Background: an optimization exercise with open tools, aiming at small area, a short achievable clock period and few clock cycles per item. Do not read the settings as production practice.
Where RTL was checked, it was by simulation tests only, not by an equivalence proof against the original.
Only the layout flow was run in run 5; the RTL was not checked for function there.
Power figures rest on the tool's default switching activity, not on a simulated workload.

==> design.v <==
module top(
    input clk,
    input rst_n,
    input start,
    input Clr,
    output [191:0] C,
    output done,
    output [31:0] mem_address,
    output mem_read,
    input [63:0] mem_readdata,
    input mem_readdatavalid,
    input mem_waitrequest
);
    logic       run;        
    logic       rd_q;       
    logic [3:0] addr;       
    logic       have_b;     
    logic       done_q;
    logic       l_full;     
    logic       r_busy;     
    logic [2:0] r_cnt;      
    logic [2:0] rotcnt;     
    logic       a_v, a_last;   
    wire accept = rd_q & ~mem_waitrequest;
    wire row_v  = mem_readdatavalid & have_b;
    wire b_v    = mem_readdatavalid & ~have_b;
    wire r_end  = r_busy & (r_cnt == 3'd7);
    wire r_take_l  = r_end & l_full;
    wire r_take_rd = row_v & (~r_busy | (r_end & ~l_full));
    wire l_load    = row_v & ~r_take_rd;
    wire rot    = a_v & a_last;
    logic [3:0] addr_n;
    logic       l_full_n;
    always_comb begin
        addr_n = accept ? addr + 4'd1 : addr;
        l_full_n = l_load | (l_full & ~r_take_l);
    end
    always_ff @(posedge clk, negedge rst_n) begin
        if (!rst_n) begin
            run <= 1'b0;
            rd_q <= 1'b0;
            addr <= 4'd0;
            have_b <= 1'b0;
            done_q <= 1'b1;
            l_full <= 1'b0;
            r_busy <= 1'b0;
            r_cnt <= 3'd0;
            rotcnt <= 3'd0;
            a_v <= 1'b0;
            a_last <= 1'b0;
        end else begin
            if (start) begin
                run <= 1'b1;
                rd_q <= 1'b1;
                addr <= 4'd0;
                have_b <= 1'b0;
                done_q <= 1'b0;
                rotcnt <= 3'd0;
            end else begin
                addr <= addr_n;
                rd_q <= run & (addr_n != 4'd9) & ~l_full_n;
                if (b_v) have_b <= 1'b1;
                if (rot) begin
                    rotcnt <= rotcnt + 3'd1;
                    if (rotcnt == 3'd7) begin
                        done_q <= 1'b1;
                        run <= 1'b0;
                    end
                end
            end
            l_full <= l_full_n;
            if (r_take_rd | r_take_l) begin
                r_busy <= 1'b1;
                r_cnt <= 3'd0;
            end else if (r_busy) begin
                r_cnt <= r_cnt + 3'd1;
                if (r_cnt == 3'd7) r_busy <= 1'b0;
            end
            a_v <= r_busy;
            a_last <= r_end;
        end
    end
    assign mem_read = rd_q;
    assign mem_address = {28'd0, addr};
    assign done = done_q;
    logic [63:0] L, R, bv;
    logic [9:0]  t3;            
    logic [15:0] ps, pc;        
    always_ff @(posedge clk) begin
        if (l_load) L <= mem_readdata;
        if (r_take_rd) R <= mem_readdata;
        else if (r_take_l) R <= L;
        else R <= {8'd0, R[63:8]};
        if (b_v) bv <= mem_readdata;
        else if (r_busy) bv <= {bv[7:0], bv[63:8]};
    end
    wire [7:0] b_next = r_busy ? bv[15:8] : bv[7:0];
    always_ff @(posedge clk) t3 <= {2'b00, b_next} + {1'b0, b_next, 1'b0};
    wire [7:0] a = R[7:0];
    wire [7:0] b = bv[7:0];
    function automatic [9:0] pick(input [1:0] d, input [7:0] bb, input [9:0] bb3);
        case (d)
            2'd0: pick = 10'd0;
            2'd1: pick = {2'b00, bb};
            2'd2: pick = {1'b0, bb, 1'b0};
            default: pick = bb3;
        endcase
    endfunction
    wire [15:0] pr0 = {6'd0, pick(a[1:0], b, t3)};
    wire [15:0] pr1 = {4'd0, pick(a[3:2], b, t3), 2'd0};
    wire [15:0] pr2 = {2'd0, pick(a[5:4], b, t3), 4'd0};
    wire [15:0] pr3 = {pick(a[7:6], b, t3), 6'd0};
    wire [15:0] s1 = pr0 ^ pr1 ^ pr2;
    wire [15:0] c1 = {(pr0[14:0] & pr1[14:0]) | (pr0[14:0] & pr2[14:0]) | (pr1[14:0] & pr2[14:0]), 1'b0};
    wire [15:0] s2 = s1 ^ c1 ^ pr3;
    wire [15:0] c2 = {(s1[14:0] & c1[14:0]) | (s1[14:0] & pr3[14:0]) | (c1[14:0] & pr3[14:0]), 1'b0};
    always_ff @(posedge clk) begin
        ps <= s2;
        pc <= c2;
    end
    logic [7:0][23:0] acc;
    wire clr = Clr | ~rst_n;
    wire [23:0] hd  = acc[0];
    wire [23:0] xs = hd ^ {8'd0, ps} ^ {8'd0, pc};
    wire [23:0] yc = {(hd[22:0] & {7'd0, ps}) | (hd[22:0] & {7'd0, pc}) | ({7'd0, ps} & {7'd0, pc}), 1'b0};
    wire [23:0] sum = xs + yc;
    always_ff @(posedge clk) begin
        if (clr) begin
            for (int i = 0; i < 8; i++) acc[i] <= 24'd0;
        end else if (rot) begin
            for (int i = 0; i < 7; i++) acc[i] <= acc[i+1];
            acc[7] <= sum;
        end else if (a_v) begin
            acc[0] <= sum;
        end
    end
    assign C = acc;
endmodule
==> flow/run.sh <==
#!/bin/bash
# The standard layout (the standard.sh), with sky130_fd_sc_hd__buf_1 as
# the buffer that buffer_ports puts on every input and output port.
set -o pipefail
export BUFFER_PORTS_ARGS="-buffer_cell sky130_fd_sc_hd__buf_1"
bash standard.sh 2>&1 | tee standard.log
==> standard.sh <==
#!/bin/bash
# synth_recipe.tcl (not shown) runs the flow's synth.tcl, then flattens the netlist and writes it again
# the make line also repeats each setting of config.mk as NAME=value (left out here)
make -C /OpenROAD-flow-scripts/flow DESIGN_CONFIG=/design/flow/config.mk WORK_HOME=/design/flow/orfs CLKGATE_MAP_FILE= SYNTH_SCRIPT=/design/flow/synth_recipe.tcl "${@:-finish}"
==> config.mk <==
export PLATFORM = sky130hd
export DESIGN_NAME = top
export DESIGN_NICKNAME = top
export VERILOG_FILES = /design/flow/design.v
export SDC_FILE = /design/flow/constraint.sdc
export NUM_CORES = 4
export LEC_CHECK = 0
export CAP_MARGIN = 20
export CORE_MARGIN = 2
export CORE_UTILIZATION = 40
export SETUP_SLACK_MARGIN = 3.5
export SLEW_MARGIN = 20
==> constraint.sdc <==
create_clock -name core_clock -period 6.0 [get_ports {clk}]
set_input_delay 1.2000 -clock core_clock [delete_from_list [all_inputs] [get_ports {clk}]]
set_output_delay 1.2000 -clock core_clock [all_outputs]
set_load 0.01 [all_outputs]
==> flow_summary.json, run 1 <==
{
  "die_h_um": 220,
  "fp.dieW_um": 220,
  "hold_viol": 0,
  "crit_fanout": 3,
  "max_cap_violations": 0,
  "cp.arrival_ps": 3080,
  "ys_warn_count": 1,
  "area_delta_synth_final_pct": 20.0,
  "ys_ff_latch": 439,
  "final_util_pct": 48.5,
  "crit_slowest_cell": "fa_1",
  "ctsHoldBuffers": 0,
  "io_buffers": 267,
  "intPower_mw": 7.22,
  "worst_pin_slew_ps": 1030,
  "p_sw_share_pct": 34.3,
  "pwr-share-clk_pct": 27.4,
  "fmax_ghz": 0.379,
  "ff_latch_area_sq_um": 10200,
  "crit_path_end_kind": "register",
  "place_congestion": 0.872,
  "synth_seq_area_share_pct": 54.2,
  "h-tree-depth": 2,
  "synth_edf_count": 128,
  "cpPeakStageDelay_ps": 570,
  "cts.path.max_buffers": 3,
  "synth_ff_type": "dfxtp_1",
  "clk-insertion-delay-late_ps": 590,
  "drtIter0Drc": 1051,
  "grt_antenna_before_repair": 8,
  "min_path_type": "register to register",
  "synth_cell_types": 75,
  "worstSetupPathType": "register to register",
  "multi_input_area_sq_um": 8360,
  "powerDensity_nw_per_um2": 489,
  "fillers": 4367,
  "grt_pass1_vias": 13250,
  "grt_use_total_pct": 21.5,
  "fin_crit_ps": 2640,
  "mappedNetlistArea_sq_um": 18700,
  "ios": 296,
  "drc_errors": 0,
  "async_flop_share_pct": 4.10,
  "grt_max_degree": 116,
  "overflow": 0,
  "maxSlewViolCount": 0,
  "cts_root_buf": "clkbuf_16",
  "syn_avg_cell_area_sq_um": 10.4,
  "core-area_sq_um": 46400,
  "initial_utilization_pct": 40.4,
  "via_per_inst": 5.28,
  "cp_cell_sequence": "fa_1 -> ha_4 -> a21o_4 -> a221o_1 -> a21bo_2 -> a31o_1 -> o211ai_1 -> a21oi_1",
  "routedWlPerCell_um": 20.1,
  "power.switching_mw": 3.77,
  "setup_tns_ps": 0,
  "cts-buffers-inserted": 48,
  "rows": 79,
  "firstDrtPassIters": 5,
  "required_ps": 6450,
  "synthCells": 1797,
  "rsz0062_at_grt": "yes",
  "finClkSkew_ps": 22.9,
  "vias": 14193,
  "critical_path.startpoint_type": "register",
  "path_clk_slew_ps": 60,
  "comb_power_share_pct": 33.8,
  "min_period_over_period_pct": 43.9,
  "cts_sinks": 439,
  "antenna_left": 0,
  "max_slew_margin_pct": 31.1,
  "hpwl_um": 37700,
  "vdd_drop_max_mv": 0.320,
  "drt-total-wl_um": 54000,
  "leakage_nw": 7.87,
  "nNetsFinal": 2180,
  "status": "timing/DRC/antenna clean",
  "cts_tree": "yes",
  "total_power_mw": 11.0,
  "grt_pass1_wl_um": 79500,
  "setup_violations": 0,
  "die_area_sq_um": 48600,
  "drive_gt1_share_pct": 16.6,
  "seq_power_share_pct": 38.9
}
==> cell usage in the layout (no fill, tap or decap), drive strengths merged, types with 3 or more instances in the layout <==
| cell | Yosys | final |
|---|---|---|
| bufinv | 0 | 3 |
| or3 | 5 | 5 |
| a21oi | 187 | 187 |
| clkinv | 1 | 12 |
| nor3 | 12 | 12 |
| edfxtp | 128 | 128 |
| a22oi | 10 | 10 |
| a31o | 3 | 3 |
| nor2 | 41 | 42 |
| inv | 23 | 27 |
| a21o | 11 | 11 |
| a22o | 32 | 32 |
| o21a | 3 | 3 |
| a2111oi | 5 | 5 |
| a211oi | 9 | 9 |
| nor2b | 17 | 18 |
| o21ai | 83 | 83 |
| mux2 | 99 | 99 |
| a311oi | 5 | 5 |
| conb | 1 | 28 |
| diode | 0 | 4 |
| o211ai | 7 | 7 |
| nand4 | 4 | 4 |
| dfrtp | 17 | 17 |
| nand2 | 409 | 409 |
| clkbuf | 79 | 69 |
| fa | 26 | 26 |
| and3 | 10 | 10 |
| xor2 | 10 | 10 |
| nand2b | 2 | 3 |
| nand3 | 17 | 17 |
| buf | 71 | 314 |
| a31oi | 10 | 10 |
| and4 | 5 | 5 |
| dfxtp | 293 | 293 |
| xnor2 | 14 | 14 |
| mux2i | 76 | 76 |
| ha | 43 | 43 |
==> registers in the layout, indices dropped and copies added (netlist names), 3 cells and up <==
name,cells
addr,4
t3,10
bv,64
L,64
acc,192
r_cnt,3
ps,16
rotcnt,3
pc,11
R,64
==> per-stage QoR <==
| stage | area [sq um] | cells | setup WS (ps) | hold WS, ps |
|---|---|---|---|---|
| 2_1_floorplan | 18900 | 1824 | 3350 | 436 |
| 3_3_place_gp | 20000 | 2561 | 2620 | 443 |
| 3_5_place_dp | 20000 | 2561 | 2580 | 447 |
| 4_1_cts | 22300 | 2671 | 3370 | 462 |
| 5_1_grt | 22500 | 2686 | 3300 | 468 |
| 6_report | 22500 | 2690 | 3360 | 462 |
==> power by group through the flow <==
stage	Clock (mW)	Sequential (mW)	Combinational (mW)
after detailed placement	0	4.35	3.01
after floorplan	0	3.97	2.46
after global placement	0	4.34	2.95
final	3.01	4.27	3.71
after global routing	3.17	4.33	4.08
after CTS	3.06	4.30	3.55
==> worst paths after layout <==
kind                       cells after the start  slack (ps)  endpoint   from
hold reg to reg                                1         460     R[59]  L[59]
hold / removal                                 1         460     R[59]  L[59]
setup reg to reg                               8        3360  acc[183]  pc[5]
min in group asynchronous                      2         660  r_cnt[1]  rst_n
max in group asynchronous                      2        5040    done_q  rst_n
setup / recovery                               8        3360  acc[183]  pc[5]
==> synth_stat cells (all sizes together) (3+ instances only) <==
cell type / n / area, sq um
xor2: 10 / 87.6
nor2b: 17 / 106
fa: 26 / 521
a22oi: 10 / 75.1
clkbuf: 79 / 310
buf: 71 / 460
a22o: 32 / 280
inv: 23 / 86.3
nand4: 4 / 25.0
a211oi: 9 / 67.6
a21o: 11 / 82.6
nor2: 41 / 154
o21a: 3 / 22.5
nand2: 409 / 1540
a31oi: 10 / 62.6
mux2i: 76 / 761
nor3: 12 / 60.1
edfxtp: 128 / 3840
mux2: 99 / 1110
o21ai: 83 / 430
a2111oi: 5 / 68.8
or3: 5 / 31.3
dfxtp: 293 / 5870
dfrtp: 17 / 425
a311oi: 5 / 43.8
a21oi: 187 / 940
o211ai: 7 / 62.6
ha: 43 / 538
and3: 10 / 63.8
xnor2: 14 / 123
nand3: 17 / 97.6
and4: 5 / 46.3
a31o: 3 / 26.3
==> area by class of cell <==
type	count	share of cell area, %
antenna	4	0.0445
clock buffer	68	6.27
clock inverter	20	0.974
inverter	24	0.406
multi-input combinational	1213	37.2
sequential	439	45.4
tap	607	3.38
timing repair buffer	315	6.33
==> cells by family (layout without fill, tap and decap cells) <==
family / after synthesis / in the layout / synth area share [%]
adders and majority gates: 69 / 69 / 5.65
AOI/OAI and AO/OA: 385 / 385 / 12.6
and+or+nand+nor: 529 / 532 / 11.7
DFF: 439 / 439 / 54.2
buffers and inverters: 175 / 427 / 4.64
xor gates and xnor gates: 24 / 24 / 1.12
muxes: 175 / 175 / 10.0
other: 1 / 32 / 0.0200
==> critical path, delay by kind of cell, from the launching register on <==
family,cells,cell delay [ps]
flops,1,320
compound gates,6,1370
fa+ha+maj,2,790
==> timing repair <==
action | CTS | global route
cloned | 2 | 1
setup buffers | 20 | 14
endpoints found under the setup margin | 362 | 120
pin swaps | 48 | 17
gates resized for setup | 108 | 26
==> per-layer routing <==
| layer | GRT usage (%) | share of wire, % |
|---|---|---|
| met4 | 8.79 | 3.8 |
| met2 | 37.6 | 49 |
| met5 | 0 | 0.13 |
| met1 | 25.5 | 40 |
| met3 | 4.58 | 6.8 |
Testbench counts, summed over its fixed seeds: cycles 14,956, items 192.
==> inputs of run 2 (changes only) <==
--- a/config.mk
+++ b/config.mk
@@ -8,5 +8,6 @@
 export CAP_MARGIN = 20
 export CORE_MARGIN = 2
 export CORE_UTILIZATION = 40
+export CTS_BUF_LIST = sky130_fd_sc_hd__clkbuf_4
 export SETUP_SLACK_MARGIN = 3.5
 export SLEW_MARGIN = 20
==> run 2 against run 1 <==
Register-to-register slack lost 60 ps. Non-clock buffer count is 228 higher. Sequential share of layout area decreased by 5.1 points. Via count rose by 12%.
==> flow_summary.json, run 2 <==
{
  "clk-insertion-delay-late_ps": 900,
  "fillers": 3798,
  "synth_ff_type": "dfxtp_1",
  "ys_ff_latch": 439,
  "place_congestion": 0.872,
  "drt-total-wl_um": 63100,
  "yosysTopAreaCell": "dfxtp_1",
  "grt_use_total_pct": 24.7,
  "core-area_sq_um": 46400,
  "synth.top_cell.area_share_pct": 31.3,
  "cts-buffers-inserted": 112,
  "nNetsFinal": 2471,
  "powerDensity_nw_per_um2": 427,
  "rows": 79,
  "rsz0062_at_grt": "yes",
  "setup_violations": 0,
  "required_ps": 4800,
  "initial_utilization_pct": 40.4,
  "async_flop_share_pct": 4.10,
  "overflow": 0,
  "crit_slowest_cell": "dfstp_2",
  "fmax_ghz": 0.362,
  "routedWlPerCell_um": 20.8,
  "whs_ps": 343,
  "synth_seq_area_share_pct": 54.2,
  "cp_cell_sequence": "buf_6",
  "worst_pin_slew_ps": 992,
  "ios": 296,
  "largest_register_ff_count": 192,
  "antenna_left": 0,
  "layout_commonest_cell": "nand2_1",
  "area_delta_synth_final_pct": 39.6,
  "maxSlewViolCount": 0,
  "regMostFlops": "acc",
  "final_cell_mix": "nand2_1 (404), buf_4 (257), buf_6 (210)",
  "grt_antenna_before_repair": 10,
  "grt_use_met1_pct": 26.3,
  "grt_pass1_wl_um": 89800,
  "min_period_over_period_pct": 46.1,
  "min_path_type": "input pin to asynchronous set/reset pin",
  "path_clk_slew_ps": 70,
  "cp.arrival_ps": 1570,
  "mappedNetlistArea_sq_um": 18700,
  "crit_path_end_kind": "output pin",
  "status": "timing/DRC/antenna clean",
  "final_util_pct": 56.4,
  "synth_most_common_cell": "nand2_1",
  "synth_cell_types": 75,
  "total_power_mw": 11.2,
  "gr-usage-met2_pct": 43.1,
  "cts_sinks": 439,
  "firstDrtPassIters": 5,
  "io_buffers": 267,
  "crit_fanout": 2,
  "syn_avg_cell_area_sq_um": 10.4,
  "synthTopCellsByArea": "dfxtp_1 (31%), edfxtp_1 (21%), nand2_1 (8.2%)",
  "vdd_drop_max_mv": 0.258,
  "cpPeakStageDelay_ps": 590,
  "fp.dieW_um": 220,
  "grt_use_met3_pct": 7.62,
  "drc_errors": 0,
  "synth_common_cells": "nand2_1 (409), dfxtp_1 (293), a21oi_1 (186), edfxtp_1 (128), mux2_2 (99)",
  "ctsHoldBuffers": 0,
  "grt_pass1_vias": 15422,
  "ys_warn_count": 1,
  "finClkSkew_ps": 79.2,
  "critPathTopFamily": "flip-flops",
  "synth_edf_count": 128,
  "max_cap_violations": 0,
  "synthCells": 1797,
  "hold_viol": 0,
  "setup_tns_ps": 0,
  "die_h_um": 220,
  "drtIter0Drc": 1295,
  "drive_gt1_share_pct": 43.9,
  "grt_max_degree": 116,
  "critical_path.startpoint_type": "register",
  "max_slew_margin_pct": 33.8,
  "vias": 15873,
  "die_area_sq_um": 48600,
  "h-tree-depth": 3,
  "cts_tree": "yes",
  "fin_crit_ps": 2770,
  "worst-path-buf-inv": 1,
  "busiest_layer": "met2",
  "leakage_nw": 10.3,
  "cts.path.max_buffers": 3,
  "via_per_inst": 5.24,
  "hpwl_um": 37700,
  "worstSetupPathType": "register to output pin",
  "cts_root_buf": "clkbuf_4"
}
run 2: cell counts after synthesis:
No cell type changed its count.
run 2: worst paths after layout:
kind | startpoint | endpoint | slack, ps | depth (start not counted)
setup reg to reg | acc[5] | acc[191] | 3300 | 9
hold reg to reg | L[56] | R[56] | 430 | 1
hold / removal | rst_n | addr[3] | 340 | 2
max in group asynchronous | rst_n | done_q | 5340 | 2
setup / recovery | done_q | done | 3230 | 1
min in group core_clock | L[56] | R[56] | 430 | 1
run 2: cells by family (layout without fill, tap and decap cells):
| logic type | Yosys count | in the layout | synth area share (%) |
|---|---|---|---|
| adder cells (fa/ha/maj) | 69 | 69 | 5.65 |
| multiplexers | 175 | 175 | 10.0 |
| flip-flops | 439 | 439 | 54.2 |
| XOR/XNOR | 24 | 24 | 1.12 |
| buffers and inverters | 175 | 768 | 4.64 |
| AO/OA/AOI/OAI | 385 | 385 | 12.6 |
| other | 1 | 34 | 0.0200 |
| AND/OR/NAND/NOR | 529 | 531 | 11.7 |
run 2: metrics by stage:
step           std cells  instance area, sq um  setup slack, ps
4_1_cts             2970                 25500             3110
6_report            3032                 26200             3230
3_5_place_dp        2561                 20000             2580
3_3_place_gp        2561                 20000             2620
2_1_floorplan       1824                 18900             3350
5_1_grt             3029                 26200             3120
run 2: metal layers:
layer	share of wire [%]	routed length (um)
met1	37	23300
met3	8.3	5220
met2	49	30900
met5	0.13	80
met4	5.7	3560
run 2: worst reg2reg max path: stages (launching register included):
cell      delay [ps]
dfxtp_4          360
fa_1             520
ha_4             220
a21o_4           220
a221oi_4         400
o22ai_4          170
buf_6            160
o21ai_4          200
xor2_2           220
a21oi_2           80
run 2: final cells by class:
cell class,count,area [sq um],area share [%]
clock buffers,168,1260,4.82
repair buffers,543,4690,17.9
diodes,6,15.0,0.0574
inverters,24,91.3,0.349
multi-input cells,1212,8560,32.7
well taps,607,759,2.90
clock inverters,33,224,0.856
flip-flops and latches,439,10600,40.4
run 2: timing repair:
item                                    4_1_cts  5_1_grt
endpoints found under the setup margin      478      247
pin swaps                                    54       42
gates resized for setup                     771       52
setup buffers                               206       55
cloned                                        2        1
run 2: report_power, final:
group          leakage, nW  internal [mW]  switching [mW]
logic                 5.42           2.07            2.18
registers             3.97           3.73           0.539
clock network        0.885           1.41            1.25
total                 10.3           7.20            3.97
==> inputs of run 3 (changes only) <==
==> run.sh (new file) <==
#!/bin/bash
# synth_recipe.tcl (not shown) runs the flow's synth.tcl, then flattens the netlist and writes it again
# the make line also repeats each setting of config.mk as NAME=value (left out here)
make -C /OpenROAD-flow-scripts/flow DESIGN_CONFIG=/design/flow/config.mk WORK_HOME=/design/flow/orfs CLKGATE_MAP_FILE= SYNTH_SCRIPT=/design/flow/synth_recipe.tcl finish
--- a/config.mk
+++ b/config.mk
@@ -8,6 +8,4 @@
 export CAP_MARGIN = 20
 export CORE_MARGIN = 2
 export CORE_UTILIZATION = 40
-export CTS_BUF_LIST = sky130_fd_sc_hd__clkbuf_4
-export SETUP_SLACK_MARGIN = 3.5
 export SLEW_MARGIN = 20
removed: flow/run.sh
removed: standard.sh
==> run 3 against run 2 <==
Still clean. Final cell count is 13% lower. Synthesized cell count is the same. Global-route usage down 3.3 points. Register-to-register slack worse by 460 ps. Critical path type is now register to register. Critical endpoint is now acc[178].
==> flow_summary.json, run 3 <==
{
  "cts_tree": "yes",
  "via_per_inst": 5.17,
  "min_period_over_period_pct": 52.7,
  "ff_latch_area_sq_um": 10200,
  "status": "timing/DRC/antenna clean",
  "grt_pass1_vias": 13036,
  "die_area_sq_um": 48600,
  "grt_max_degree": 124,
  "min_path_type": "register to register",
  "cp.arrival_ps": 3680,
  "crit-reg2reg-launch": "acc[5]",
  "min_delay_path_depth": 1,
  "vias": 13705,
  "core-area_sq_um": 46400,
  "io_buffers": 267,
  "reg2reg_depth": 8,
  "worst_pin_slew_ps": 1090,
  "cts.path.max_buffers": 3,
  "min_from": "L[56]",
  "hold_viol": 0,
  "synth_most_common_cell": "nand2_1",
  "cts_root_buf": "clkbuf_16",
  "ctsResizeCount": 0,
  "hpwl_um": 38100,
  "syn_avg_cell_area_sq_um": 10.4,
  "grt_pass1_wl_um": 79100,
  "cts_sinks": 439,
  "regMostFlops": "acc",
  "rsz0062_at_grt": "no",
  "powerDensity_nw_per_um2": 437,
  "synth_common_cells": "nand2_1 (409), dfxtp_1 (293), a21oi_1 (186), edfxtp_1 (128), mux2_2 (99)",
  "fin_ws_ps": 2840,
  "worstSetupPathType": "register to register",
  "synth_edf_count": 128,
  "finClkSkew_ps": 11.4,
  "place_ws_ps": 2510,
  "firstDrtPassIters": 5,
  "ctsHoldBuffers": 0,
  "critical_path.startpoint_type": "register",
  "final_cell_mix": "nand2_1 (408), dfxtp_1 (293), clkdlybuf4s50_1 (267)",
  "nNetsFinal": 2144,
  "synth_seq_area_share_pct": 54.2,
  "layout_commonest_cell": "nand2_1",
  "drive_gt1_share_pct": 10.3,
  "fillers": 4365,
  "multi_input_area_sq_um": 7860,
  "area_delta_synth_final_pct": 23.4,
  "ys_warn_count": 1,
  "crit_path_end_kind": "register",
  "synth_ff_type": "dfxtp_1",
  "antenna_left": 0,
  "setup_tns_ps": 0,
  "fp.dieW_um": 220,
  "synth_cell_types": 75,
  "synthCells": 1797,
  "routedWlPerCell_um": 19.9,
  "synth.top_cell.area_share_pct": 31.3,
  "async_flop_share_pct": 4.10,
  "vdd_drop_max_mv": 0.244,
  "required_ps": 6520,
  "clk-insertion-delay-late_ps": 590,
  "synthTopCellsByArea": "dfxtp_1 (31%), edfxtp_1 (21%), nand2_1 (8.2%)",
  "post_cts_buffers": 0,
  "fmax_ghz": 0.316,
  "crit_fanout": 6,
  "drtIter0Drc": 852,
  "die_h_um": 220,
  "grt_use_total_pct": 21.4,
  "max_cap_violations": 0,
  "overflow": 0,
  "maxSlewViolCount": 0,
  "h-tree-depth": 2,
  "max_slew_margin_pct": 25.7,
  "rows": 79,
  "worstHoldEndpoint": "R[56]",
  "r2r-end": "acc[178]",
  "place_congestion": 0.872,
  "mappedNetlistArea_sq_um": 18700,
  "initial_utilization_pct": 40.4,
  "ios": 296,
  "yosysTopAreaCell": "dfxtp_1",
  "fin_crit_ps": 3160,
  "cts-buffers-inserted": 47,
  "ys_ff_latch": 439,
  "leakage_nw": 8.15,
  "setup_violations": 0,
  "r2r_setup_slack_ps": 2840,
  "path_clk_slew_ps": 60,
  "largest_register_ff_count": 192,
  "whs_ps": 460,
  "grt_antenna_before_repair": 0,
  "drt-total-wl_um": 52700,
  "drc_errors": 0
}
## run 3: cell counts after synthesis
Identical to the previous run, type by type.
## run 3: cell type report
type	count	area share, %
repair buffers	283	12.1
well taps	607	3.28
clock buffers	70	5.72
diodes	1	0.0108
flip-flops and latches	439	43.9
clock inverters	16	0.552
inverters	24	0.390
multi-input cells	1210	34.0
## run 3: report_power, final
group	internal, mW	switching, mW
sequential	3.72	0.514
combinational	1.36	1.75
clock	1.54	1.21
## run 3: worst max-delay path by stage
stage                            from       end  cells past startpoint
detailed placement  mem_readdatavalid    bv[15]                      4
finish                         acc[5]  acc[178]                      8
global route                   a_last  acc[187]                      6
floorplan           mem_readdatavalid      rd_q                      4
global placement                rst_n    acc[8]                      7
CTS                            acc[5]  acc[178]                      8
## run 3: layer usage
metal  track usage [%]  up-vias  share of wire (%)
met3              3.59       84                6.3
met4              9.40        0                4.1
li1                  -     6633                  -
met2              35.9      378                 48
met1              27.1     6610                 42
met5                 0        -                  0
## run 3: worst max-delay path: stages (launching register included)
cell,delay (ps)
dfxtp_1,340
fa_1,480
ha_1,360
a21o_1,240
a31o_2,280
o211a_1,280
a2111oi_0,920
a21oi_1,70
nor2_1,120
## run 3: logic make-up (layout without fill, tap and decap cells)
| logic type | Yosys count | after routing | share of synthesized area (%) |
|---|---|---|---|
| AND/OR/NAND/NOR | 529 | 529 | 11.7 |
| flip-flops | 439 | 439 | 54.2 |
| AO/OA/AOI/OAI | 385 | 385 | 12.6 |
| multiplexers | 175 | 175 | 10.0 |
| buffers and inverters | 175 | 393 | 4.64 |
| adder cells (fa/ha/maj) | 69 | 69 | 5.65 |
| XOR/XNOR | 24 | 24 | 1.12 |
| other | 1 | 29 | 0.0200 |
## run 3: stage by stage
step,cells,instance area (sq um),power (mW),util (%)
floorplan,1824,18800,6.42,-
global placement,2563,21700,7.37,46.7
detailed placement,2563,21700,7.41,46.7
CTS,2649,23100,10.2,49.9
global route,2649,23100,10.7,49.9
finish,2650,23100,10.1,49.9
==> inputs of run 4 (changes only) <==
--- a/config.mk
+++ b/config.mk
@@ -8,4 +8,5 @@
 export CAP_MARGIN = 20
 export CORE_MARGIN = 2
 export CORE_UTILIZATION = 40
+export SETUP_SLACK_MARGIN = 3.5
 export SLEW_MARGIN = 20
==> run 4 against run 3 <==
Global-route usage increased by 1.4 points. Largest cell class unchanged. Via count increased by 4.3%. Highest routed layer unchanged. Still clean on timing, DRC and antenna. Area after synthesis unchanged. Fmax increased by 20%. Total power increased by 13%. Sequential cell count unchanged. First-iteration DRC count increased by 34%. Synthesized cell count unchanged. Register-to-register slack improved by 520 ps. Sequential power about the same. Non-clock buffer count increased by 62.
==> flow_summary.json, run 4 <==
{
  "status": "timing/DRC/antenna clean",
  "cts_tree": "yes",
  "synth_common_cells": "nand2_1 (409), dfxtp_1 (293), a21oi_1 (186), edfxtp_1 (128), mux2_2 (99)",
  "drt-total-wl_um": 56500,
  "min_period_over_period_pct": 44.1,
  "hpwl_um": 38700,
  "ff_latch_area_sq_um": 10300,
  "place_congestion": 0.884,
  "drtIter0Drc": 1144,
  "maxSlewViolCount": 0,
  "cp_cell_sequence": "fa_1 -> ha_4 -> and4_4 -> nand3_4 -> o22ai_4 -> buf_6 -> and2b_1 -> o211ai_1 -> a21oi_1",
  "intPower_mw": 7.45,
  "max_cap_violations": 0,
  "yosysTopAreaCell": "dfxtp_1",
  "synth_ff_type": "dfxtp_1",
  "regMostFlops": "acc",
  "cts-buffers-inserted": 48,
  "grt_max_degree": 99,
  "drive_gt1_share_pct": 23.0,
  "mappedNetlistArea_sq_um": 18700,
  "routedWlPerCell_um": 20.8,
  "min_path_type": "register to register",
  "comb_power_share_pct": 36.6,
  "crit_path_end_kind": "register",
  "synthCells": 1797,
  "grt_pass1_vias": 13938,
  "synth.top_cell.area_share_pct": 31.3,
  "setup_tns_ps": 0,
  "async_flop_share_pct": 4.10,
  "h-tree-depth": 2,
  "via_per_inst": 5.25,
  "max_slew_margin_pct": 43.2,
  "firstDrtPassIters": 5,
  "seq_power_share_pct": 37.3,
  "synth_cell_types": 75,
  "ctsHoldBuffers": 0,
  "worst-path-buf-inv": 1,
  "ios": 296,
  "grt_antenna_before_repair": 0,
  "die_h_um": 220,
  "synth_edf_count": 128,
  "vdd_drop_max_mv": 0.259,
  "cts.path.max_buffers": 3,
  "antenna_left": 0,
  "critical_path.startpoint_type": "register",
  "total_power_mw": 11.4,
  "crit_slowest_cell": "fa_1",
  "critPathTopFamily": "adder cells",
  "required_ps": 6460,
  "worstSetupPathType": "register to register",
  "fmax_ghz": 0.378,
  "synth_most_common_cell": "nand2_1",
  "io_buffers": 267,
  "initial_utilization_pct": 40.4,
  "p_sw_share_pct": 34.4,
  "overflow": 0,
  "grt_use_total_pct": 22.8,
  "ys_warn_count": 1,
  "largest_register_ff_count": 192,
  "fin_crit_ps": 2640,
  "multi_input_area_sq_um": 8600,
  "rows": 79,
  "min_delay_path_depth": 1,
  "hold_viol": 0,
  "power.switching_mw": 3.90,
  "cp.depth": 9,
  "final_cell_mix": "nand2_1 (404), dfxtp_1 (207), a21oi_1 (174)",
  "place_ws_ps": 2140,
  "area_delta_synth_final_pct": 31.2,
  "vias": 14294,
  "synthTopCellsByArea": "dfxtp_1 (31%), edfxtp_1 (21%), nand2_1 (8.2%)",
  "nNetsFinal": 2216,
  "worst_pin_slew_ps": 852,
  "fillers": 4106,
  "rsz0062_at_grt": "yes",
  "path_clk_slew_ps": 60,
  "ys_ff_latch": 439,
  "reg2reg_depth": 9,
  "drc_errors": 0,
  "core-area_sq_um": 46400,
  "setup_violations": 0,
  "fin_ws_ps": 3360,
  "leakage_nw": 9.24,
  "clk-insertion-delay-late_ps": 600,
  "crit_fanout": 5,
  "cts_sinks": 439,
  "grt_pass1_wl_um": 83900,
  "layout_commonest_cell": "nand2_1",
  "powerDensity_nw_per_um2": 462,
  "syn_avg_cell_area_sq_um": 10.4,
  "synth_seq_area_share_pct": 54.2,
  "cp.arrival_ps": 3100,
  "pwr-share-clk_pct": 26.2,
  "cpPeakStageDelay_ps": 500,
  "fp.dieW_um": 220,
  "finClkSkew_ps": 17.3,
  "cts_root_buf": "clkbuf_16",
  "die_area_sq_um": 48600
}
run 4: cell counts after synthesis:
No cell type changed its count.
run 4: worst paths after layout:
| check | start | endpoint | slack (ps) |
|---|---|---|---|
| setup / recovery | acc[8] | acc[183] | 3360 |
| hold reg to reg | L[58] | R[58] | 450 |
| setup reg to reg | acc[8] | acc[183] | 3360 |
| min in group asynchronous | rst_n | have_b | 990 |
| hold / removal | L[58] | R[58] | 450 |
| max in group asynchronous | rst_n | done_q | 4740 |
run 4: area by class of cell:
type / count / share of cell area (%)
Sequential cell: 439 / 42.0
Multi-Input combinational cell: 1219 / 35.0
Timing Repair Buffer: 345 / 13.1
Clock buffer: 73 / 5.59
Tap cell: 607 / 3.09
Clock inverter: 16 / 0.881
Inverter: 24 / 0.382
Antenna cell: 1 / 0.0102
run 4: logic make-up after synthesis:
group / count (synthesis) / share of synthesized area (%)
and+or+nand+nor: 529 / 11.7
DFF: 439 / 54.2
AOI/OAI and AO/OA: 385 / 12.6
muxes: 175 / 10.0
buffers and inverters: 175 / 4.64
adders and majority gates: 69 / 5.65
xor gates and xnor gates: 24 / 1.12
other: 1 / 0.0200
run 4: power by group through the flow:
stage | Clock (mW) | Combinational (mW) | Sequential, mW
floorplan | 0 | 2.46 | 3.97
global placement | 0 | 3.09 | 4.31
detailed placement | 0 | 3.14 | 4.32
CTS | 3.03 | 3.90 | 4.25
global route | 3.15 | 4.54 | 4.29
finish | 2.97 | 4.15 | 4.23
run 4: metrics by stage:
stage | cell area [sq um] | cells | hold slack [ps] | util (%)
floorplan | 18900 | 1824 | 436 | -
global placement | 21700 | 2561 | 440 | 46.9
detailed placement | 21700 | 2561 | 442 | 46.9
CTS | 24200 | 2704 | 457 | 52.3
global route | 24600 | 2723 | 472 | 53.0
finish | 24600 | 2724 | 454 | 53.0
run 4: layer usage:
layer / wire length (um) / vias up / share of wire (%) / track usage (%)
met5: 0 / - / 0 / 0
met4: 2490 / 0 / 4.4 / 10.6
li1: - / 6765 / - / -
met2: 27400 / 457 / 48 / 38.9
met3: 3750 / 99 / 6.6 / 4.51
met1: 22900 / 6973 / 40 / 27.8
run 4: repair_timing:
item,in CTS,in global routing
gates cloned,9,0
setup buffers,45,19
pin swaps,61,38
gates resized for setup,475,113
setup endpoints to repair,656,254
==> inputs of run 5 (changes only) <==
--- a/design.v
+++ b/design.v
@@ -84,8 +84,7 @@
     assign mem_address = {28'd0, addr};
     assign done = done_q;
     logic [63:0] L, R, bv;
-    logic [9:0]  t3;            
-    logic [15:0] ps, pc;        
+    logic [15:0] P;
     always_ff @(posedge clk) begin
         if (l_load) L <= mem_readdata;
         if (r_take_rd) R <= mem_readdata;
@@ -93,37 +92,11 @@
         else R <= {8'd0, R[63:8]};
         if (b_v) bv <= mem_readdata;
         else if (r_busy) bv <= {bv[7:0], bv[63:8]};
+        P <= R[7:0] * bv[7:0];
     end
-    wire [7:0] b_next = r_busy ? bv[15:8] : bv[7:0];
-    always_ff @(posedge clk) t3 <= {2'b00, b_next} + {1'b0, b_next, 1'b0};
-    wire [7:0] a = R[7:0];
-    wire [7:0] b = bv[7:0];
-    function automatic [9:0] pick(input [1:0] d, input [7:0] bb, input [9:0] bb3);
-        case (d)
-            2'd0: pick = 10'd0;
-            2'd1: pick = {2'b00, bb};
-            2'd2: pick = {1'b0, bb, 1'b0};
-            default: pick = bb3;
-        endcase
-    endfunction
-    wire [15:0] pr0 = {6'd0, pick(a[1:0], b, t3)};
-    wire [15:0] pr1 = {4'd0, pick(a[3:2], b, t3), 2'd0};
-    wire [15:0] pr2 = {2'd0, pick(a[5:4], b, t3), 4'd0};
-    wire [15:0] pr3 = {pick(a[7:6], b, t3), 6'd0};
-    wire [15:0] s1 = pr0 ^ pr1 ^ pr2;
-    wire [15:0] c1 = {(pr0[14:0] & pr1[14:0]) | (pr0[14:0] & pr2[14:0]) | (pr1[14:0] & pr2[14:0]), 1'b0};
-    wire [15:0] s2 = s1 ^ c1 ^ pr3;
-    wire [15:0] c2 = {(s1[14:0] & c1[14:0]) | (s1[14:0] & pr3[14:0]) | (c1[14:0] & pr3[14:0]), 1'b0};
-    always_ff @(posedge clk) begin
-        ps <= s2;
-        pc <= c2;
-    end
-    logic [7:0][23:0] acc;
+    logic [23:0] acc [0:7];
     wire clr = Clr | ~rst_n;
-    wire [23:0] hd  = acc[0];
-    wire [23:0] xs = hd ^ {8'd0, ps} ^ {8'd0, pc};
-    wire [23:0] yc = {(hd[22:0] & {7'd0, ps}) | (hd[22:0] & {7'd0, pc}) | ({7'd0, ps} & {7'd0, pc}), 1'b0};
-    wire [23:0] sum = xs + yc;
+    wire [23:0] sum = acc[0] + {8'd0, P};
     always_ff @(posedge clk) begin
         if (clr) begin
             for (int i = 0; i < 8; i++) acc[i] <= 24'd0;
@@ -134,5 +107,10 @@
             acc[0] <= sum;
         end
     end
-    assign C = acc;
+    genvar gi;
+    generate
+        for (gi = 0; gi < 8; gi = gi + 1) begin : g_c
+            assign C[24*gi +: 24] = acc[gi];
+        end
+    endgenerate
 endmodule
--- a/config.mk
+++ b/config.mk
@@ -8,5 +8,4 @@
 export CAP_MARGIN = 20
 export CORE_MARGIN = 2
 export CORE_UTILIZATION = 40
-export SETUP_SLACK_MARGIN = 3.5
 export SLEW_MARGIN = 20
==> run 5 against run 4 <==
Still clean on timing, DRC and antenna. Critical path depth rose by 5. Combinational power fell by about 20%. Clock-buffer cell count fell by 10. Critical endpoint is now P[15]. Highest routed layer unchanged.
==> flow_summary.json, run 5 <==
{
  "status": "timing/DRC/antenna clean",
  "core-area_sq_um": 45300,
  "layout_commonest_cell": "nand2_1",
  "synth_most_common_cell": "nand2_1",
  "place_ws_ps": 1460,
  "via_per_inst": 5.09,
  "synth_ff_type": "dfxtp_1",
  "hpwl_um": 36000,
  "powerDensity_nw_per_um2": 430,
  "ctsResizeCount": 0,
  "h-tree-depth": 2,
  "cts_tree": "yes",
  "leakage_nw": 8.21,
  "post_cts_buffers": 0,
  "power.switching_mw": 3.34,
  "clk-insertion-delay-late_ps": 570,
  "drtIter0Drc": 1023,
  "crit_path_frequent_cell": "fa_1",
  "die_area_sq_um": 47600,
  "synthCells": 1836,
  "synth.top_cell.area_share_pct": 29.7,
  "place_congestion": 0.869,
  "synth_simple_gate_area_share_pct": 13.9,
  "vdd_drop_max_mv": 0.355,
  "path_clk_slew_ps": 60,
  "die_h_um": 218,
  "grt_pass1_vias": 13092,
  "cp_cell_sequence": "and2_1 -> fa_1 -> fa_1 -> fa_1 -> inv_1 -> fa_1 -> inv_1 -> ha_1 -> or3_1 -> o21ai_0 -> a21oi_1 -> a211oi_1 -> a21oi_1 -> xnor2_1",
  "cts.path.max_buffers": 3,
  "regMostFlops": "acc",
  "ys_ff_latch": 418,
  "io_buffers": 267,
  "setup_tns_ps": 0,
  "synth_cell_types": 61,
  "synth_xor_area_share_pct": 1.53,
  "largest_register_ff_count": 192,
  "grt_max_degree": 108,
  "finClkSkew_ps": 12.0,
  "synth_top_family_by_area": "simple AND/OR/NAND/NOR gates",
  "synth_compound_area_share_pct": 11.5,
  "maxSlewViolCount": 0,
  "cts_root_buf": "clkbuf_16",
  "grt_use_total_pct": 20.7,
  "crit_path_end_kind": "register",
  "muxShareOfSynthArea_pct": 7.48,
  "required_ps": 6460,
  "synth_common_cells": "nand2_1 (424), dfxtp_1 (272), a21oi_1 (199), edfxtp_1 (128), o21ai_0 (91)",
  "rows": 78,
  "placed_area_sq_um": 21400,
  "overflow": 0,
  "diodes": 0,
  "firstDrtPassIters": 5,
  "antenna_left": 0,
  "async_flop_share_pct": 4.31,
  "drt-total-wl_um": 50300,
  "crit_slowest_cell": "fa_1",
  "worstSetupPathType": "register to register",
  "max_cap_violations": 0,
  "drc_errors": 0,
  "pwr-share-clk_pct": 27.3,
  "cts_sinks": 418,
  "max_slew_margin_pct": 27.5,
  "vias": 13728,
  "critPathTopFamily": "adder cells",
  "setup_violations": 0,
  "fin_ws_ps": 1460,
  "routedWlPerCell_um": 18.6,
  "critical_path.startpoint_type": "register",
  "intPower_mw": 6.51,
  "fp.dieW_um": 218,
  "synth_edf_count": 128,
  "ys_warn_count": 2,
  "min_path_type": "register to register",
  "seq_power_share_pct": 39.0,
  "comb_power_share_pct": 33.7,
  "ios": 296,
  "grt_pass1_wl_um": 76600,
  "area_delta_synth_final_pct": 24.8,
  "crit_fanout": 9,
  "whs_ps": 456,
  "nNetsFinal": 2225,
  "syn_avg_cell_area_sq_um": 9.99,
  "drive_gt1_share_pct": 7.72,
  "cp.arrival_ps": 4990,
  "worst-path-buf-inv": 2,
  "final_cell_mix": "nand2_1 (423), dfxtp_1 (272), clkdlybuf4s50_1 (267)",
  "post-route-cell-area_sq_um": 22900,
  "hold_viol": 0,
  "cpPeakStageDelay_ps": 570,
  "grt_antenna_before_repair": 1,
  "synthTopCellsByArea": "dfxtp_1 (30%), edfxtp_1 (21%), nand2_1 (8.7%)",
  "fin_crit_ps": 4540,
  "min_period_over_period_pct": 75.6,
  "fmax_ghz": 0.220,
  "p_sw_share_pct": 33.9,
  "initial_utilization_pct": 40.5,
  "worst_pin_slew_ps": 1090,
  "synthAdderAreaFrac_pct": 7.93,
  "mappedNetlistArea_sq_um": 18300,
  "cts-buffers-inserted": 45,
  "rsz0062_at_grt": "no",
  "ctsHoldBuffers": 0,
  "yosysTopAreaCell": "dfxtp_1",
  "synth_seq_area_share_pct": 53.1
}
-- run 5: changes by cell type in the layout (fill, tap and decap cells not counted), sizes merged, moves of 39 or more --
cell / change
and2: +59
inv: +39
clkdlybuf4s15: -88
buf: -67
dlygate4sd2: -93
clkdlybuf4s50: +198
-- run 5: routing by layer --
metal | vias up | track usage (%) | wire [um]
met2 | 391 | 34.2 | 23800
met3 | 66 | 3.59 | 2880
met4 | 0 | 5.26 | 1070
li1 | 6672 | - | -
met1 | 6599 | 28.1 | 22600
met5 | - | 0 | 0
-- run 5: layout make-up --
class / count / area, sq um
clock buffers: 63 / 1240
clock inverters: 21 / 185
fillers: 4178 / 22400
repair buffers: 283 / 2830
inverters: 61 / 229
flip-flops and latches: 418 / 9740
multi-input cells: 1252 / 7920
well taps: 600 / 751
-- run 5: kinds of logic after synthesis --
family	count (synthesis)
and+or+nand+nor	596
muxes	129
other	1
buffers and inverters	193
adders and majority gates	94
DFF	418
xor gates and xnor gates	32
AOI/OAI and AO/OA	373
-- run 5: path summary, 6_finish.rpt --
check	start	end	slack (ps)	cells past startpoint
max	bv[4]	P[15]	1460	14
min	L[61]	R[61]	460	1
max reg2reg	bv[4]	P[15]	1460	14
min reg2reg	L[61]	R[61]	460	1
max in group asynchronous	rst_n	done_q	4740	2
min in group asynchronous	rst_n	addr[3]	980	2
-- run 5: through the flow --
stage	util [%]	power [mW]	std cells
floorplan	-	6.29	1863
detailed placement	47.3	7.23	2613
CTS	50.5	9.96	2697
global placement	47.3	7.17	2613
global route	50.6	10.6	2698
finish	50.6	9.84	2698
-- run 5: power by group through the flow --
| stage | clock, mW | combinational, mW | sequential, mW |
|---|---|---|---|
| floorplan | 0 | 2.53 | 3.77 |
| global placement | 0 | 3.28 | 3.89 |
| detailed placement | 0 | 3.33 | 3.90 |
| CTS | 2.75 | 3.36 | 3.85 |
| global route | 2.88 | 3.77 | 3.90 |
| finish | 2.69 | 3.31 | 3.84 |

==> static timing again, ports no longer ideal <==
In the flow no input, the clock included, has a driving cell. The finished layouts below were timed again as built, in two steps. Step 1 (the two cells are an assumption about what drives the block):
set clk [get_ports {clk}]
set_driving_cell -lib_cell sky130_fd_sc_hd__clkbuf_16 $clk
set_driving_cell -lib_cell sky130_fd_sc_hd__buf_2 [delete_from_list [all_inputs] $clk]
Step 2 moves the port delays by t, midway between the first and last clock arrival at a register: inputs arrive t later, outputs are due t later. That takes back most of the time a late clock gives input paths. a / b / c = ideal ports / drivers / drivers and shift; a / b = the first two.
run	t (ns)	setup slack, ns	worst setup path at the end	latest minus earliest clock arrival (ns)	worst data-port slew with drivers (ns)
run 1	0.633	3.364 / 3.364 / 3.003	input to register	0.023 / 0.023	0.10
run 2	0.918	3.235 / 3.185 / 2.684	input to register	0.100 / 0.100	0.10
run 3	0.633	2.838 / 2.838 / 2.539	input to register	0.017 / 0.017	0.10
run 4	0.643	3.356 / 3.356 / 2.902	input to register	0.017 / 0.017	0.09
run 5	0.622	1.463 / 1.463 / 1.463	register to register	0.016 / 0.016	0.06
After both steps every run listed still meets setup and hold. The setup slack of run 2, which loses most, moves by -0.050 ns with the drivers and by -0.551 ns with both steps.
